From an optimization exercise on the open Yosys and OpenROAD flow, aimed at small area, a short achievable clock period and few clock cycles; shortcuts taken in it are not production practice. Where RTL was checked, it was by simulation tests only, not by an equivalence proof against the original. Power and IR drop assume default switching activity.

==> maple: inputs <==
## PPCPU
module PPCPU(Clock, reset, PC, inst, dmem_we, dmem_addr, dmem_wdata, dmem_rdata,
    rf_we, rf_wn, rf_wd
    );
Settings: LEC_CHECK=0, ABC_CLOCK_PERIOD_IN_PS=3000, CAP_MARGIN=20, CELL_PAD_IN_SITES_DETAIL_PLACEMENT=0, CELL_PAD_IN_SITES_GLOBAL_PLACEMENT=1, CORE_MARGIN=2, CORE_UTILIZATION=40, CTS_CLUSTER_DIAMETER=80, CTS_CLUSTER_SIZE=20, SLEW_MARGIN=20, SYNTH_HIERARCHICAL=1; clock period 10.0 ns.
standard.sh (not shown) runs the stock make flow with config.mk's settings and CLKGATE_MAP_FILE= SYNTH_SCRIPT=/design/flow/synth_recipe.tcl, a recipe that flattens the netlist after the stock synthesis.
==> flow/flow/run.sh <==
#!/bin/bash
set -euo pipefail
bash standard.sh SETUP_SLACK_MARGIN=6.6 \
  "BUFFER_PORTS_ARGS=-buffer_cell sky130_fd_sc_hd__buf_2" \
  finish > standard_make.log 2>&1
==> lagoon: changes against maple <==
--- a/flow/design.v
+++ b/flow/design.v
@@ -48,19 +48,20 @@
 	wire f_urs = f_rtype | f_itype | f_msb;
 	wire f_urt = f_rtype | f_shift | f_msb;
 	wire d_load = d_v & (d_inst[31:26] == 6'b001101) & (d_inst[4:0] != 5'd0);
 	wire f_stall = d_load & ((f_urs & (inst[9:5] == d_inst[4:0])) |
 	                         (f_urt & (inst[4:0] == d_inst[4:0])));
-	wire ex_redirect;
+	wire ex_redirect, id_redirect;
 	always @(posedge Clock or negedge reset)
 		if (!reset) begin
 			pc <= 8'd0;
 			d_v <= 1'b0;
 		end else begin
 			if (ex_redirect) pc <= e_alt;
+			else if (id_redirect) pc <= d_alt;
 			else if (!f_stall) pc <= f_j ? inst[7:0] : (f_bt ? f_btgt : pc1);
-			d_v <= ~ex_redirect & ~f_stall & ~f_j;
+			d_v <= ~ex_redirect & ~id_redirect & ~f_stall & ~f_j;
 		end
 	wire id_w;
 	wire [4:0] id_dest;
 	wire f_alui = (f_op == 6'b000101) | (f_op == 6'b001001) | (f_op == 6'b001010) |
 	              (f_op == 6'b001100);
@@ -129,21 +130,26 @@
 	rf_read #(.HASX(0)) RA (.sel(d_sela), .init(d_inita), .rf_flat(rf_flat), .kw(d_kaw), .wd(w_wd),
 	            .k1(d_ka1), .r1(res), .k2(d_ka2), .r2(wd_next), .kx(1'b0), .rx(32'b0), .q(opa));
 	rf_read #(.HASX(1)) RB (.sel(d_selb), .init(d_initb), .rf_flat(rf_flat), .kw(d_kbw), .wd(w_wd),
 	            .k1(d_kb1), .r1(res), .k2(d_kb2), .r2(wd_next), .kx(d_kbx), .rx(immv), .q(opb));
 	wire d_ok = d_v & ~ex_redirect;
+	wire [31:0] pz, aob;
+	wire id_chk = d_ok & (i_beq | i_bne) & e_add &
+	              ((rt == 5'd0) & d_ka1 | (rs == 5'd0) & d_kb1);
+	wire ex_zero = &(pz ~^ {aob[30:0], 1'b0});
+	assign id_redirect = id_chk & ((i_beq ~^ ex_zero) ^ d_pt);
 	always @(posedge Clock or negedge reset)
 		if (!reset) begin
 			e_wreg <= 1'b0;
 			e_store <= 1'b0;
 			e_beq <= 1'b0;
 			e_bne <= 1'b0;
 		end else begin
 			e_wreg <= d_ok & wreg;
 			e_store <= d_ok & i_sw;
-			e_beq <= d_ok & i_beq;
-			e_bne <= d_ok & i_bne;
+			e_beq <= d_ok & i_beq & ~id_chk;
+			e_bne <= d_ok & i_bne & ~id_chk;
 		end
 	always @(posedge Clock) begin
 		e_load <= i_lw;
 		e_pt <= d_pt;
 		e_a <= opa;
@@ -164,11 +170,13 @@
 	wire [31:0] g, p, c;
 	add_pg PG (.a(A), .b(B), .g(g), .p(p));
 	add_prefix PF (.g(g), .p(p), .c(c));
 	wire [31:0] sum = p ^ {c[30:0], 1'b0};
 	wire [31:0] sh = (e_sll ? rev32(B) : B) >> e_k5;
-	wire [31:0] other = ({32{e_and}} & g) | ({32{e_or}} & (A | B)) | ({32{e_xor}} & p) |
+	assign pz = p;
+	assign aob = A | B;
+	wire [31:0] other = ({32{e_and}} & g) | ({32{e_or}} & aob) | ({32{e_xor}} & p) |
 	                    ({32{e_srl}} & sh) | ({32{e_sll}} & rev32(sh)) | ({32{e_pass}} & B);
 	genvar gi;
 	generate
 		for (gi = 0; gi < 32; gi = gi + 1) begin : rmux
 			c_a21o r (.a1(e_add), .a2(sum[gi]), .b1(other[gi]), .x(res[gi]));
- CORE_UTILIZATION: 40 -> 55
- CTS_CLUSTER_DIAMETER: 80 -> 100
- CTS_CLUSTER_SIZE: 20 -> 25
==> quartz: changes against maple <==
--- a/flow/design.v
+++ b/flow/design.v
@@ -15,13 +15,12 @@
 	reg [7:0] pc;			 
 	reg d_v;			 
 	reg [31:0] d_inst;
 	reg [7:0] d_alt;		 
 	reg d_pt;			 
-	reg d_ka1, d_ka2, d_kaw, d_kb1, d_kb2, d_kbw, d_kbx;
-	reg [31:1] d_sela, d_selb;
-	reg [3:0] d_inita, d_initb;
+	reg d_fa1, d_fa2, d_faw;	 
+	reg d_fb1, d_fb2, d_fbw;	 
 	reg e_wreg, e_store, e_beq, e_bne;	 
 	reg e_load, e_pt;
 	reg [31:0] e_a, e_b;
 	reg [4:0] e_k5, e_rd;
 	reg [7:0] e_alt;
@@ -34,12 +33,11 @@
 	reg [4:0] w_rd;
 	reg [31:0] rf [1:31];		 
 	reg [31:1] rv;			 
 	wire [5:0] f_op = inst[31:26];
 	wire f_j  = (f_op == 6'b010010);
-	wire f_bt = ((f_op == 6'b001111) & (inst[9:5] == inst[4:0])) |
-	            ((f_op == 6'b010000) & (inst[9:5] != inst[4:0]));
+	wire f_bt = ((f_op == 6'b001111) | (f_op == 6'b010000)) & inst[25];
 	wire [7:0] pc1 = pc + 8'd1;
 	wire [7:0] f_btgt = pc1 + inst[17:10];
 	wire f_rtype = (f_op == 6'b000000) | (f_op == 6'b000001);
 	wire f_shift = (f_op == 6'b000010);
 	wire f_itype = (f_op == 6'b000101) | (f_op == 6'b001001) | (f_op == 6'b001010) |
@@ -60,44 +58,21 @@
 			else if (!f_stall) pc <= f_j ? inst[7:0] : (f_bt ? f_btgt : pc1);
 			d_v <= ~ex_redirect & ~f_stall & ~f_j;
 		end
 	wire id_w;
 	wire [4:0] id_dest;
-	wire f_alui = (f_op == 6'b000101) | (f_op == 6'b001001) | (f_op == 6'b001010) |
-	              (f_op == 6'b001100);
-	wire [31:0] wsel = 32'b1 << w_rd;
-	wire [31:1] rv_n = rv | ({31{w_we}} & wsel[31:1]);
-	wire fa1 = id_w & (inst[9:5] == id_dest);
-	wire fa2 = e_wreg & (inst[9:5] == e_rd);
-	wire faw = m_wreg & (inst[9:5] == m_rd);
-	wire fb1 = id_w & (inst[4:0] == id_dest);
-	wire fb2 = e_wreg & (inst[4:0] == e_rd);
-	wire fbw = m_wreg & (inst[4:0] == m_rd);
-	wire kar = ~fa1 & ~fa2 & ~faw;
-	wire kbr = ~f_alui & ~fb1 & ~fb2 & ~fbw;
-	wire [31:0] deca = 32'b1 << inst[9:5];
-	wire [31:0] decb = 32'b1 << inst[4:0];
 	always @(posedge Clock) begin
 		d_inst <= inst;
 		d_alt <= f_bt ? pc1 : f_btgt;
 		d_pt <= f_bt;
-		d_ka1 <= fa1;
-		d_ka2 <= ~fa1 & fa2;
-		d_kaw <= ~fa1 & ~fa2 & faw;
-		d_kbx <= f_alui;
-		d_kb1 <= ~f_alui & fb1;
-		d_kb2 <= ~f_alui & ~fb1 & fb2;
-		d_kbw <= ~f_alui & ~fb1 & ~fb2 & fbw;
-		d_sela <= deca[31:1] & rv_n & {31{kar}};
-		d_selb <= decb[31:1] & rv_n & {31{kbr}};
-		d_inita <= initv(deca[8:1] & ~rv_n[8:1] & {8{kar}});
-		d_initb <= initv(decb[8:1] & ~rv_n[8:1] & {8{kbr}});
+		d_fa1 <= id_w & (inst[9:5] == id_dest);
+		d_fa2 <= e_wreg & (inst[9:5] == e_rd);
+		d_faw <= m_wreg & (inst[9:5] == m_rd);
+		d_fb1 <= id_w & (inst[4:0] == id_dest);
+		d_fb2 <= e_wreg & (inst[4:0] == e_rd);
+		d_fbw <= m_wreg & (inst[4:0] == m_rd);
 	end
-	function [3:0] initv(input [8:1] z);
-		initv = {z[8], z[4] | z[5] | z[6] | z[7], z[2] | z[3] | z[6] | z[7],
-		         z[1] | z[3] | z[5] | z[7]};
-	endfunction
 	assign PC = {22'b0, pc, 2'b00};
 	wire [5:0] op = d_inst[31:26];
 	wire [5:0] func = d_inst[25:20];
 	wire [4:0] rs = d_inst[9:5];
 	wire [4:0] rt = d_inst[4:0];
@@ -124,14 +99,14 @@
 	assign id_w = d_v & wreg;
 	assign id_dest = dest;
 	wire [31:0] res;
 	wire [31:0] wd_next = m_load ? dmem_rdata : m_res;
 	wire [31:0] opa, opb;
-	rf_read #(.HASX(0)) RA (.sel(d_sela), .init(d_inita), .rf_flat(rf_flat), .kw(d_kaw), .wd(w_wd),
-	            .k1(d_ka1), .r1(res), .k2(d_ka2), .r2(wd_next), .kx(1'b0), .rx(32'b0), .q(opa));
-	rf_read #(.HASX(1)) RB (.sel(d_selb), .init(d_initb), .rf_flat(rf_flat), .kw(d_kbw), .wd(w_wd),
-	            .k1(d_kb1), .r1(res), .k2(d_kb2), .r2(wd_next), .kx(d_kbx), .rx(immv), .q(opb));
+	rf_read RA (.a(rs), .rv(rv), .rf_flat(rf_flat), .fw(d_faw), .wd(w_wd),
+	            .f1(d_fa1), .r1(res), .f2(d_fa2), .r2(wd_next), .fx(1'b0), .rx(32'b0), .q(opa));
+	rf_read RB (.a(rt), .rv(rv), .rf_flat(rf_flat), .fw(d_fbw), .wd(w_wd),
+	            .f1(d_fb1), .r1(res), .f2(d_fb2), .r2(wd_next), .fx(i_alui), .rx(immv), .q(opb));
 	wire d_ok = d_v & ~ex_redirect;
 	always @(posedge Clock or negedge reset)
 		if (!reset) begin
 			e_wreg <= 1'b0;
 			e_store <= 1'b0;
@@ -209,10 +184,11 @@
 	assign rf_we = w_we;
 	assign rf_wn = w_rd;
 	assign rf_wd = w_wd;
 	wire [32*32-1:0] rf_flat;
 	assign rf_flat[31:0] = 32'b0;
+	wire [31:0] wsel = 32'b1 << w_rd;
 	genvar g2, b2;
 	generate
 		for (g2 = 1; g2 < 32; g2 = g2 + 1) begin : regs
 			wire we_g = w_we & wsel[g2];
 			wire [31:0] nxt;
@@ -225,46 +201,48 @@
 	endgenerate
 	always @(posedge Clock or negedge reset)
 		if (!reset) rv <= 31'b0;
 		else if (w_we) rv[w_rd] <= 1'b1;
 endmodule
-module rf_read(sel, init, rf_flat, kw, wd, k1, r1, k2, r2, kx, rx, q);
-	parameter HASX = 1;
-	input [31:1] sel;
-	input [3:0] init;
+module rf_read(a, rv, rf_flat, fw, wd, f1, r1, f2, r2, fx, rx, q);
+	input [4:0] a;
+	input [31:1] rv;
 	input [32*32-1:0] rf_flat;
-	input kw, k1, k2, kx;
-	input [31:0] wd, r1, r2, rx;
+	input fw;
+	input [31:0] wd;
+	input f1, f2, fx;
+	input [31:0] r1, r2, rx;
 	output [31:0] q;
+	wire kx = fx;
+	wire k1 = ~fx & f1;
+	wire k2 = ~fx & ~f1 & f2;
+	wire kw = ~fx & ~f1 & ~f2 & fw;
+	wire kr = ~fx & ~f1 & ~f2 & ~fw;
+	wire [31:0] dec = 32'b1 << a;
+	wire [31:1] s = dec[31:1] & rv & {31{kr}};	 
+	wire [8:1] z = dec[8:1] & ~rv[8:1] & {8{kr}};	 
+	wire [3:0] init = {z[8], z[4] | z[5] | z[6] | z[7],
+	                   z[2] | z[3] | z[6] | z[7], z[1] | z[3] | z[5] | z[7]};
 	genvar b, k;
 	generate
 		for (b = 0; b < 32; b = b + 1) begin : bits
 			wire [11:0] y;
-			wire [2:0] n;
 			for (k = 0; k < 10; k = k + 1) begin : t
-				c_a222oi c (.a1(sel[3*k+1]), .a2(rf_flat[32*(3*k+1)+b]),
-				            .b1(sel[3*k+2]), .b2(rf_flat[32*(3*k+2)+b]),
-				            .c1(sel[3*k+3]), .c2(rf_flat[32*(3*k+3)+b]), .y(y[k]));
+				c_a222oi c (.a1(s[3*k+1]), .a2(rf_flat[32*(3*k+1)+b]),
+				            .b1(s[3*k+2]), .b2(rf_flat[32*(3*k+2)+b]),
+				            .c1(s[3*k+3]), .c2(rf_flat[32*(3*k+3)+b]), .y(y[k]));
 			end
-			c_a222oi c10 (.a1(sel[31]), .a2(rf_flat[32*31+b]), .b1(kw), .b2(wd[b]),
+			c_a222oi c10 (.a1(s[31]), .a2(rf_flat[32*31+b]), .b1(kw), .b2(wd[b]),
 			              .c1(k2), .c2(r2[b]), .y(y[10]));
-			c_nand4 n0 (.a(y[0]), .b(y[1]), .c(y[2]), .d(y[3]), .y(n[0]));
-			c_nand4 n1 (.a(y[4]), .b(y[5]), .c(y[6]), .d(y[7]), .y(n[1]));
-			if (HASX && b < 4) begin : xl
-				c_a21oi c11 (.a1(kx), .a2(rx[b]), .b1(init[b]), .y(y[11]));
-				c_nand4 n2 (.a(y[8]), .b(y[9]), .c(y[10]), .d(y[11]), .y(n[2]));
-			end else if (HASX) begin : xh
-				c_nand2 c11 (.a(kx), .b(rx[b]), .y(y[11]));
-				c_nand4 n2 (.a(y[8]), .b(y[9]), .c(y[10]), .d(y[11]), .y(n[2]));
-			end else if (b < 4) begin : ol
-				c_inv c11 (.a(init[b]), .y(y[11]));
-				c_nand4 n2 (.a(y[8]), .b(y[9]), .c(y[10]), .d(y[11]), .y(n[2]));
-			end else begin : oh
-				assign y[11] = 1'b1;
-				c_nand3 n2 (.a(y[8]), .b(y[9]), .c(y[10]), .y(n[2]));
+			c_nand2 c11 (.a(kx), .b(rx[b]), .y(y[11]));
+			wire tree;
+			if (b < 4) begin : lo
+				assign tree = ~(&y) | init[b];
+			end else begin : hi
+				assign tree = ~(&y);
 			end
-			c_a2111o cl (.a1(k1), .a2(r1[b]), .b1(n[0]), .c1(n[1]), .d1(n[2]), .x(q[b]));
+			c_a21o cl (.a1(k1), .a2(r1[b]), .b1(tree), .x(q[b]));
 		end
 	endgenerate
 endmodule
 module add_pg(a, b, g, p);
 	input [31:0] a, b;
@@ -293,35 +271,10 @@
 module c_a222oi(a1, a2, b1, b2, c1, c2, y);
 	input a1, a2, b1, b2, c1, c2;
 	output y;
 	assign y = ~((a1 & a2) | (b1 & b2) | (c1 & c2));
 endmodule
-module c_nand4(a, b, c, d, y);
-	input a, b, c, d;
-	output y;
-	assign y = ~(a & b & c & d);
-endmodule
-module c_nand3(a, b, c, y);
-	input a, b, c;
-	output y;
-	assign y = ~(a & b & c);
-endmodule
-module c_a21oi(a1, a2, b1, y);
-	input a1, a2, b1;
-	output y;
-	assign y = ~((a1 & a2) | b1);
-endmodule
-module c_inv(a, y);
-	input a;
-	output y;
-	assign y = ~a;
-endmodule
-module c_a2111o(a1, a2, b1, c1, d1, x);
-	input a1, a2, b1, c1, d1;
-	output x;
-	assign x = (a1 & a2) | b1 | c1 | d1;
-endmodule
 module c_nand2(a, b, y);
 	input a, b;
 	output y;
 	assign y = ~(a & b);
 endmodule
==> flow/flow/run.sh (replaced) <==
#!/bin/bash
set -euo pipefail
bash standard.sh SETUP_SLACK_MARGIN=6.6 \
  "BUFFER_PORTS_ARGS=-buffer_cell sky130_fd_sc_hd__buf_2" \
  "CTS_ARGS=-sink_clustering_enable -repair_clock_nets -buf_list sky130_fd_sc_hd__clkbuf_8 -dont_use_dummy_load" \
  finish > standard_make.log 2>&1
- CELL_PAD_IN_SITES_DETAIL_PLACEMENT: 0 -> 1
- CELL_PAD_IN_SITES_GLOBAL_PLACEMENT: 1 -> 2
- CORE_UTILIZATION: 40 -> 60
- CTS_CLUSTER_DIAMETER: 80 -> default
- CTS_CLUSTER_SIZE: 20 -> default
==> comparison table <==
                                                                                                             quartz       maple       lagoon
Largest stage delay on the critical path                                                                           -      490 ps       380 ps
Clock tree from TritonCTS                                                                                          -       built        built
Insertion delay of the later-clocked pin in the worst-skew pair                                                    -      740 ps       780 ps
Count of buffers from port buffering                                                                               -         149          149
Non-clock inverters                                                                                                -         136          143
Wire length on met2                                                                                                -   122000 µm    107000 µm
Fraction of power consumed by the clock network                                                                    -       36.2%        31.4%
GR met2 Demand/Resource                                                                                            -       58.6%        69.2%
Multi-input gate area                                                                                              -  0.0269 mm²   0.0281 mm²
Sequential fraction of design power                                                                                -       56.4%        60.2%
Critical path endpoint category                                                                                    -        flop  output port
Clock Sinks                                                                                                        -        1323         1328
Number of instances resized during post-cts repair                                                                 -         121          174
Number of tap cells inserted                                                                                       -        1781         1298
RSZ-0062 raised after global routing                                                                               -         yes          yes
Terminating pin of the worst hold path                                                                             -      m_load       m_load
H-tree levels                                                                                                      -           3            2
Buffer depth of the longest clock path                                                                             -           3            3
Setup Skew                                                                                                         -     50.0 ps      66.0 ps
Worst-case headroom to the max-slew limit                                                                          -       13.1%        17.6%
Effective utilization at floorplan                                                                             60.7%       40.2%        55.4%
Outcome                                                                                               did not finish  timing/DRC/antenna clean  timing/DRC/antenna clean
Stage where the flow stopped                                     global placement without I/O (3_1_place_gp_skip_io)           -            -
Max-capacitance violation count                                                                                    -           0            0
Share of layout cells above drive strength 1                                                                       -       15.4%        14.2%
Top achievable clock speed                                                                                         -   0.291 GHz    0.292 GHz
Net switching power                                                                                                -     2.46 mW      2.30 mW
Testbench counts of maple, summed over its fixed seeds: cycles 31,810.
Testbench counts of lagoon, summed over its fixed seeds: cycles 30,912.
For quartz, only the layout was checked, not whether the RTL still works.

static timing again, ports no longer ideal:
The results above use ideal ports. As a check the final layouts listed here were re-extracted and re-timed, cells and wires unchanged.
Step 1 assumes that a clkbuf_16 drives the clock port and a buf_2 every other input.
Step 2 also shifts input and output timing later by t, the mid clock arrival at the registers, as if the neighbouring blocks saw the same clock.
Slacks: no drivers / after step 1 / after step 2; pairs: no drivers / after step 1.
| run | t (ns) | slack for setup (ns) | clock arrival spread, ns | worst slew at a driven data input, ns | pins driven straight from the clock port |
|---|---|---|---|---|---|
| maple | 0.799 | 6.567 / 6.527 / 5.830 | 0.051 / 0.051 | 0.05 | 1 |
| lagoon | 0.820 | 6.576 / 6.498 / 5.930 | 0.068 / 0.068 | 0.09 | 1 |
After both steps setup and hold are still met in every run listed. For maple, which loses most, drivers alone change the setup slack by -0.040 ns; drivers and shift together by -0.737 ns.
